What follows belongs to an exercise in optimizing a design on an open flow for small area and a short achievable clock period; a production flow would make more cautious choices. At most, simulation tests tie the RTL to the original design; equivalence was not proved.

Setup of old:
==> module AluX, before the edit <==
module AluX(A, B, t, s_shl, s_shr, lsb, msb16, msb8, w, X);
    input wire [15:0] A, B;
    input wire [3:0] t;
    input wire s_shl, s_shr, lsb, msb16, msb8, w;
    output wire [15:0] X;
    wire [15:0] u = (B & {16{t[3]}}) | (~B & {16{t[2]}});    
    wire [15:0] v = (B & {16{t[1]}}) | (~B & {16{t[0]}});    
    wire [15:0] lg = (A & u) | (~A & v);
    wire [15:0] shl = {A[14:0], lsb};
    wire [15:0] shr = {msb16, A[15:9], w ? A[8] : msb8, A[7:1]};
    wire [15:0] m = {{8{w}}, 8'hff};
    assign X = m & (lg | ({16{s_shl}} & shl) | ({16{s_shr}} & shr));
endmodule
==> module AluDec, before the edit <==
module AluDec(FunSel, C, A7, A0, A15, t, s_add, s_shl, s_shr, lsb, msb16, msb8, sub, ncin, k);
    input wire [4:0] FunSel;
    input wire C, A7, A0, A15;
    output reg [3:0] t;
    output wire s_add, s_shl, s_shr, lsb, msb16, msb8, sub, ncin;
    output wire [1:0] k;     
    wire w = FunSel[4];
    wire [3:0] op = FunSel[3:0];
    always @(*) begin
        case (op)
            4'd0:  t = 4'b1100;  
            4'd1:  t = 4'b1010;  
            4'd2:  t = 4'b0011;  
            4'd3:  t = 4'b0101;  
            4'd7:  t = 4'b1000;  
            4'd8:  t = 4'b1110;  
            4'd9:  t = 4'b0110;  
            4'd10: t = 4'b0111;  
            4'd4, 4'd5: t = 4'b0110;  
            4'd6:  t = 4'b1001;  
            default: t = 4'b0000;
        endcase
    end
    assign sub   = (op == 4'd6);
    assign s_add = (op == 4'd4) | (op == 4'd5) | sub;
    assign s_shl = (op == 4'd11) | (op == 4'd14);
    assign s_shr = (op == 4'd12) | (op == 4'd13) | (op == 4'd15);
    assign lsb   = (op == 4'd14) & (w ? C : A7);                  
    assign msb16 = (op == 4'd13) ? A15 : ((op == 4'd15) & C);     
    assign msb8  = (op == 4'd13) ? A7  : ((op == 4'd15) & A0);    
    assign ncin  = ~(sub | ((op == 4'd5) & C));
    assign k     = {s_add & w, s_add};
endmodule
==> module ArithmeticLogicUnit, before the edit <==
module ArithmeticLogicUnit(A, B, FunSel, WF, Clock, MuxCSel, ALUOut, FlagsOut, MuxCOut);
    input wire [15:0] A, B;
    input wire [4:0] FunSel;
    input wire WF, Clock, MuxCSel;
    output wire [15:0] ALUOut;
    output reg [3:0] FlagsOut;    
    output wire [7:0] MuxCOut;
    wire [3:0] t;
    wire s_add, s_shl, s_shr, lsb, msb16, msb8, sub, ncin;
    wire [1:0] k;
    AluDec dec(.FunSel(FunSel), .C(FlagsOut[2]), .A7(A[7]), .A0(A[0]), .A15(A[15]), .t(t),
               .s_add(s_add), .s_shl(s_shl), .s_shr(s_shr), .lsb(lsb), .msb16(msb16), .msb8(msb8),
               .sub(sub), .ncin(ncin), .k(k));
    wire [15:0] ng, nt;
    AluGT gt(.A(A), .B(B), .sub(sub), .ng(ng), .nt(nt));
    wire [16:0] g0, p0, g1, p1, g2, p2, g3, p3, g4, p4, c, p5;
    assign g0 = {ng, ncin};
    assign p0 = {nt, 1'b1};
    KSLevel #(.D(1),  .INV(1)) l0(.gi(g0), .pi(p0), .go(g1), .po(p1));
    KSLevel #(.D(2),  .INV(0)) l1(.gi(g1), .pi(p1), .go(g2), .po(p2));
    KSLevel #(.D(4),  .INV(1)) l2(.gi(g2), .pi(p2), .go(g3), .po(p3));
    KSLevel #(.D(8),  .INV(0)) l3(.gi(g3), .pi(p3), .go(g4), .po(p4));
    KSLevel #(.D(16), .INV(1)) l4(.gi(g4), .pi(p4), .go(c),  .po(p5));
    wire [15:0] X;
    AluX x(.A(A), .B(B), .t(t), .s_shl(s_shl), .s_shr(s_shr), .lsb(lsb),
           .msb16(msb16), .msb8(msb8), .w(FunSel[4]), .X(X));
    AluSel sel(.c(c[15:0]), .X(X), .k(k), .r(ALUOut));
    AluMuxC mc(.c(c[15:0]), .X(X), .k(k), .sel(MuxCSel), .out(MuxCOut));
    wire [3:0] Fn;
    AluFlags fl(.A(A), .B(B), .FunSel(FunSel), .c8(c[8]), .c16(c[16]), .r(ALUOut), .F(FlagsOut), .Fn(Fn));
    always @(posedge Clock)
        if (WF) FlagsOut <= Fn;
endmodule
==> flow/config.mk <==
export PLATFORM = sky130hd
export DESIGN_NAME = ArithmeticLogicUnitSystem
export DESIGN_NICKNAME = ArithmeticLogicUnitSystem
export VERILOG_FILES = /design/flow/design.v
export SDC_FILE = /design/flow/constraint.sdc
export NUM_CORES = 4
export LEC_CHECK = 0
export CAP_MARGIN = 20
export CORE_MARGIN = 2
export CORE_UTILIZATION = 40
export CTS_BUF_LIST = sky130_fd_sc_hd__clkbuf_4 sky130_fd_sc_hd__clkbuf_8 sky130_fd_sc_hd__clkbuf_16
export SETUP_SLACK_MARGIN = 3.0
export SLEW_MARGIN = 20
export SYNTH_HIERARCHICAL = 1
export TNS_END_PERCENT = 20
==> flow/constraint.sdc <==
create_clock -name core_clock -period 9.0 [get_ports {Clock}]
set_input_delay 1.8000 -clock core_clock [delete_from_list [all_inputs] [get_ports {Clock}]]
set_output_delay 1.8000 -clock core_clock [all_outputs]
set_load 0.01 [all_outputs]
standard.sh (not shown) runs the stock make flow with config.mk's settings and CLKGATE_MAP_FILE= SYNTH_SCRIPT=/design/flow/synth_recipe.tcl, a recipe that flattens the netlist after the stock synthesis.
==> flow/flow/run.sh <==
#!/bin/bash
# Standard ORFS layout with buf_2 port buffers. Each stage's full tool
# output is in orfs/logs; the make output is kept in flow_make.log.
set -euo pipefail
bash standard.sh "BUFFER_PORTS_ARGS=-buffer_cell sky130_fd_sc_hd__buf_2" finish > flow_make.log 2>&1
old went all the way through the flow, and no timing, DRC or antenna check failed.
> inputs changed (old -> new)
--- a/flow/design.v
+++ b/flow/design.v
@@ -179,27 +179,30 @@
         end
     endgenerate
 endmodule
-module AluX(A, B, t, s_shl, s_shr, lsb, msb16, msb8, w, X);
+module AluX(A, B, tl, th, shl_l, shl_h, shr_l, shr_h, lsb, msb16, msb8, w, X);
     input wire [15:0] A, B;
-    input wire [3:0] t;
-    input wire s_shl, s_shr, lsb, msb16, msb8, w;
+    input wire [3:0] tl, th;             
+    input wire shl_l, shl_h, shr_l, shr_h;
+    input wire lsb, msb16, msb8, w;
     output wire [15:0] X;
-    wire [15:0] u = (B & {16{t[3]}}) | (~B & {16{t[2]}});    
-    wire [15:0] v = (B & {16{t[1]}}) | (~B & {16{t[0]}});    
+    wire [15:0] t3 = {{8{th[3]}}, {8{tl[3]}}};
+    wire [15:0] t2 = {{8{th[2]}}, {8{tl[2]}}};
+    wire [15:0] t1 = {{8{th[1]}}, {8{tl[1]}}};
+    wire [15:0] t0 = {{8{th[0]}}, {8{tl[0]}}};
+    wire [15:0] u = (B & t3) | (~B & t2);    
+    wire [15:0] v = (B & t1) | (~B & t0);    
     wire [15:0] lg = (A & u) | (~A & v);
     wire [15:0] shl = {A[14:0], lsb};
     wire [15:0] shr = {msb16, A[15:9], w ? A[8] : msb8, A[7:1]};
     wire [15:0] m = {{8{w}}, 8'hff};
-    assign X = m & (lg | ({16{s_shl}} & shl) | ({16{s_shr}} & shr));
+    wire [15:0] s_shl = {{8{shl_h}}, {8{shl_l}}};
+    wire [15:0] s_shr = {{8{shr_h}}, {8{shr_l}}};
+    assign X = m & (lg | (s_shl & shl) | (s_shr & shr));
 endmodule
-module AluDec(FunSel, C, A7, A0, A15, t, s_add, s_shl, s_shr, lsb, msb16, msb8, sub, ncin, k);
-    input wire [4:0] FunSel;
-    input wire C, A7, A0, A15;
+module AluTDec(op, t, s_shl, s_shr);
+    input wire [3:0] op;
     output reg [3:0] t;
-    output wire s_add, s_shl, s_shr, lsb, msb16, msb8, sub, ncin;
-    output wire [1:0] k;     
-    wire w = FunSel[4];
-    wire [3:0] op = FunSel[3:0];
+    output wire s_shl, s_shr;
     always @(*) begin
         case (op)
             4'd0:  t = 4'b1100;  
@@ -215,10 +218,18 @@
             default: t = 4'b0000;
         endcase
     end
-    assign sub   = (op == 4'd6);
-    assign s_add = (op == 4'd4) | (op == 4'd5) | sub;
     assign s_shl = (op == 4'd11) | (op == 4'd14);
     assign s_shr = (op == 4'd12) | (op == 4'd13) | (op == 4'd15);
+endmodule
+module AluDec(FunSel, C, A7, A0, A15, s_add, lsb, msb16, msb8, sub, ncin, k);
+    input wire [4:0] FunSel;
+    input wire C, A7, A0, A15;
+    output wire s_add, lsb, msb16, msb8, sub, ncin;
+    output wire [1:0] k;     
+    wire w = FunSel[4];
+    wire [3:0] op = FunSel[3:0];
+    assign sub   = (op == 4'd6);
+    assign s_add = (op == 4'd4) | (op == 4'd5) | sub;
     assign lsb   = (op == 4'd14) & (w ? C : A7);                  
     assign msb16 = (op == 4'd13) ? A15 : ((op == 4'd15) & C);     
     assign msb8  = (op == 4'd13) ? A7  : ((op == 4'd15) & A0);    
@@ -270,12 +281,15 @@
     output wire [15:0] ALUOut;
     output reg [3:0] FlagsOut;    
     output wire [7:0] MuxCOut;
-    wire [3:0] t;
-    wire s_add, s_shl, s_shr, lsb, msb16, msb8, sub, ncin;
+    wire s_add, lsb, msb16, msb8, sub, ncin;
     wire [1:0] k;
-    AluDec dec(.FunSel(FunSel), .C(FlagsOut[2]), .A7(A[7]), .A0(A[0]), .A15(A[15]), .t(t),
-               .s_add(s_add), .s_shl(s_shl), .s_shr(s_shr), .lsb(lsb), .msb16(msb16), .msb8(msb8),
+    AluDec dec(.FunSel(FunSel), .C(FlagsOut[2]), .A7(A[7]), .A0(A[0]), .A15(A[15]),
+               .s_add(s_add), .lsb(lsb), .msb16(msb16), .msb8(msb8),
                .sub(sub), .ncin(ncin), .k(k));
+    wire [3:0] tl, th;
+    wire shl_l, shl_h, shr_l, shr_h;
+    AluTDec tdl(.op(FunSel[3:0]), .t(tl), .s_shl(shl_l), .s_shr(shr_l));
+    AluTDec tdh(.op(FunSel[3:0]), .t(th), .s_shl(shl_h), .s_shr(shr_h));
     wire [15:0] ng, nt;
     AluGT gt(.A(A), .B(B), .sub(sub), .ng(ng), .nt(nt));
     wire [16:0] g0, p0, g1, p1, g2, p2, g3, p3, g4, p4, c, p5;
@@ -287,7 +301,7 @@
     KSLevel #(.D(8),  .INV(0)) l3(.gi(g3), .pi(p3), .go(g4), .po(p4));
     KSLevel #(.D(16), .INV(1)) l4(.gi(g4), .pi(p4), .go(c),  .po(p5));
     wire [15:0] X;
-    AluX x(.A(A), .B(B), .t(t), .s_shl(s_shl), .s_shr(s_shr), .lsb(lsb),
+    AluX x(.A(A), .B(B), .tl(tl), .th(th), .shl_l(shl_l), .shl_h(shl_h), .shr_l(shr_l), .shr_h(shr_h), .lsb(lsb),
            .msb16(msb16), .msb8(msb8), .w(FunSel[4]), .X(X));
     AluSel sel(.c(c[15:0]), .X(X), .k(k), .r(ALUOut));
     AluMuxC mc(.c(c[15:0]), .X(X), .k(k), .sel(MuxCSel), .out(MuxCOut));
[summary]
Comparing old with new, the worst endpoint required time came out essentially unchanged. Highest attainable clock frequency essentially unchanged between new and old. Post-synth design cell area of new exceeds that of old slightly. The worst setup slack after placement in new was higher than what old gave. new reached the final stage; the timing, DRC and antenna checks on its layout passed. Higher number of buffers other than clock buffers in the final layout goes to new over old. Area growth from synthesis to layout: new vs old up 2.4 points. Changes observed in new relative to old: worst hold path stage count saw little to no change, via count of the first global-routing pass picked up an extra 2.4%, post-route standard cell area excluding fillers went up 2.6%, maximum root-to-sink buffer count comparable. On hold slack, new does worse than old. Final weighted congestion in routability-driven placement (new vs. old) decreases slightly.
Only the layout flow was run in new; the RTL was not checked for function there.

==> what the ideal ports hide <==
The flow's constraints put no driver on any port. The routed layouts listed below were extracted and timed again, unchanged, in two steps.
Step 1 (the two cells are an assumption about what drives the block):
set clk [get_ports {Clock}]
set_driving_cell -lib_cell sky130_fd_sc_hd__clkbuf_16 $clk
set_driving_cell -lib_cell sky130_fd_sc_hd__buf_2 [delete_from_list [all_inputs] $clk]
Step 2 adds t to the input delays and takes it off the output delays; t is the mean of the earliest and latest rising clock arrival at the registers after step 1. Input paths then give back, and output paths get back, about the clock's delay inside the block.
Slacks: ideal ports / drivers / drivers and shift; pairs: ideal ports / drivers.
| run | t (ns) | setup WS [ns] | worst hold slack (ns) | worst register clock-pin slew, ns | worst data-port slew with drivers (ns) |
|---|---|---|---|---|---|
| old | 0.553 | 2.800 / 2.664 / 2.664 | 0.590 / 0.590 / 0.590 | 0.09 / 0.09 | 0.16 |
| new | 0.548 | 2.802 / 2.621 / 2.561 | 0.577 / 0.577 / 0.577 | 0.08 / 0.08 | 0.21 |
After both steps setup and hold are still met in every run listed. The setup slack of new, which loses most, moves by -0.181 ns with the drivers and by -0.241 ns with both steps.
